This is an optimization exercise on Yosys and OpenROAD, whose aim is small area, not a production implementation.
Function was checked by simulation only, so behaviour that the tests miss may differ from the original.
Power figures rest on the tool's default switching activity, not on a simulated workload.

nickel:
// DotProduct
module DotProduct(
   input clk,
   input GlobalReset,
   input [18:0] A_0,
   input [18:0] A_1,
   input [18:0] A_2,
   input [18:0] A_3,
   input [18:0] A_4,
   input [18:0] A_5,
   input [18:0] A_6,
   input [18:0] A_7,
   input [18:0] A_8,
   input [18:0] A_9,
   input [9:0] B_0,
   input [9:0] B_1,
   input [9:0] B_2,
   input [9:0] B_3,
   input [9:0] B_4,
   input [9:0] B_5,
   input [9:0] B_6,
   input [9:0] B_7,
   input [9:0] B_8,
   input [9:0] B_9,
   output [25:0] value);
==> flow/config.mk <==
export PLATFORM = sky130hd
export DESIGN_NAME = DotProduct
export DESIGN_NICKNAME = DotProduct
export VERILOG_FILES = /design/flow/design.v
export SDC_FILE = /design/flow/constraint.sdc
export NUM_CORES = 4
export LEC_CHECK = 0
export CAP_MARGIN = 20
export CORE_MARGIN = 2
export CORE_UTILIZATION = 40
export PLACE_DENSITY = 0.6
export SLEW_MARGIN = 20
==> flow/constraint.sdc <==
create_clock -name core_clock -period 6.0 [get_ports {clk}]
set_input_delay 1.2000 -clock core_clock [delete_from_list [all_inputs] [get_ports {clk}]]
set_output_delay 1.2000 -clock core_clock [all_outputs]
set_load 0.01 [all_outputs]
standard.sh (not shown) runs the stock make flow with config.mk's settings and CLKGATE_MAP_FILE= SYNTH_SCRIPT=/design/flow/synth_recipe.tcl, a recipe that flattens the netlist after the stock synthesis.
==> flow/flow/run.sh <==
#!/bin/bash
# Standard ORFS flow (the standard.sh), with the port buffers made from the
# smallest buffer cell instead of ORFS's default choice. ORFS writes each
# step's own log under orfs/logs/; make's output goes to make_finish.log.
set -euo pipefail
bash standard.sh BUFFER_PORTS_ARGS="-buffer_cell sky130_fd_sc_hd__buf_1" finish > make_finish.log 2>&1
nickel finished every stage and its layout cleared the timing, DRC and antenna checks.
diff inputs: nickel => cedar
==> flow/flow/run.sh <==
#!/bin/bash
# Standard ORFS flow (the standard.sh) with two changes:
#  - synthesis maps logic with ABC's area mapper (flow/abc.script) instead of
#    ORFS's delay-oriented script; everything else in synthesis is unchanged
#    (synth_recipe.tcl and ORFS's synth.tcl, with only the abc call edited);
#  - the port buffers are made from the smallest buffer cell.
# ORFS writes each step's own log under orfs/logs/; make's output goes to
# make_finish.log.
set -euo pipefail
HERE=$PWD
sed "s#^  log_cmd abc {\*}\$abc_args\$#  log_cmd abc {*}[lreplace \$abc_args 1 1 $HERE/flow/abc.script]#" \
  "$FLOW_HOME/scripts/synth.tcl" > synth_custom.tcl
grep -q "flow/abc.script" synth_custom.tcl
sed "s#\$::env(SCRIPTS_DIR)/synth.tcl#$HERE/synth_custom.tcl#" synth_recipe.tcl > synth_recipe_custom.tcl
grep -q "synth_custom.tcl" synth_recipe_custom.tcl
bash standard.sh SYNTH_SCRIPT=$HERE/synth_recipe_custom.tcl \
  BUFFER_PORTS_ARGS="-buffer_cell sky130_fd_sc_hd__buf_1" ${FLOW_EXTRA:-} finish > make_finish.log 2>&1
==> flow/flow/abc.script (new file) <==
strash; &get -n; &st; &dch; &nf -R 1000; &put; topo; stime -c
==> results.txt <==
cedar ends up with lower number of antenna cells inserted than nickel does. Measured against cedar, the routed length on met3 of nickel comes out at 1.18 times the reference value. met3 layer usage reported by global route in cedar is 0.25 points higher than in nickel. Compared with nickel, cedar is hungrier on power. cedar vs. nickel: starting density of the core saw little to no change, total length of routed wires fell by 29%, non-clock buffer count down 1.5%. On cedar: cell area after layout is 14% lower than what nickel gave. The combined global-route utilization of all metal layers of cedar falls short of that of nickel by 2.9 points. On register-to-register path setup slack, the higher figure sits with cedar, not nickel.
[inputs] quartz vs cedar
==> flow/flow/abc.script <==
strash; dch; amap; topo; stime -c
--- outcome ---
cedar vs quartz, source of the critical timing path: ph[1] vs ph[0]
cedar → quartz: first-pass GRT wire length went up; global-route usage +4.7 points; routability congestion estimate shrank by 3.7%.
Per the comparison of quartz with cedar, final standard cell utilization of the core went up 1.8 points, total placed cells including tap cells went up 147, wire length went up 14%, final total power went down 0.54 mW.

-- afterwards: timing with drivers on the ports --
The flow's constraints put no driver on any port. The routed layouts listed below were extracted and timed again, unchanged, in two steps.
Step 1 assumes that a clkbuf_16 drives the clock port and a buf_2 every other input.
Step 2 times the ports against the registers' clock, not the clock port: input delays grow and output delays shrink by t, the midpoint of the rising clock arrivals with the driver on.
a / b / c = no drivers / after step 1 / after step 2; a / b = the first two.
| run | t (ns) | setup slack, ns | hold slack, ns | worst setup path at the end | worst slew at a driven data input, ns |
|---|---|---|---|---|---|
| nickel | 0.398 | 0.274 / 0.274 / 0.274 | 0.421 / 0.421 / 0.421 | register to register | 0.11 |
| cedar | 0.374 | 0.305 / 0.305 / 0.111 | 0.426 / 0.426 / 0.426 | input to register | 0.12 |
| quartz | 0.384 | 0.420 / 0.420 / 0.274 | 0.419 / 0.419 / 0.419 | input to register | 0.13 |
After both steps setup and hold are still met in every run listed. The setup slack of cedar, which loses most, moves by 0.000 ns with the drivers and by -0.194 ns with both steps.
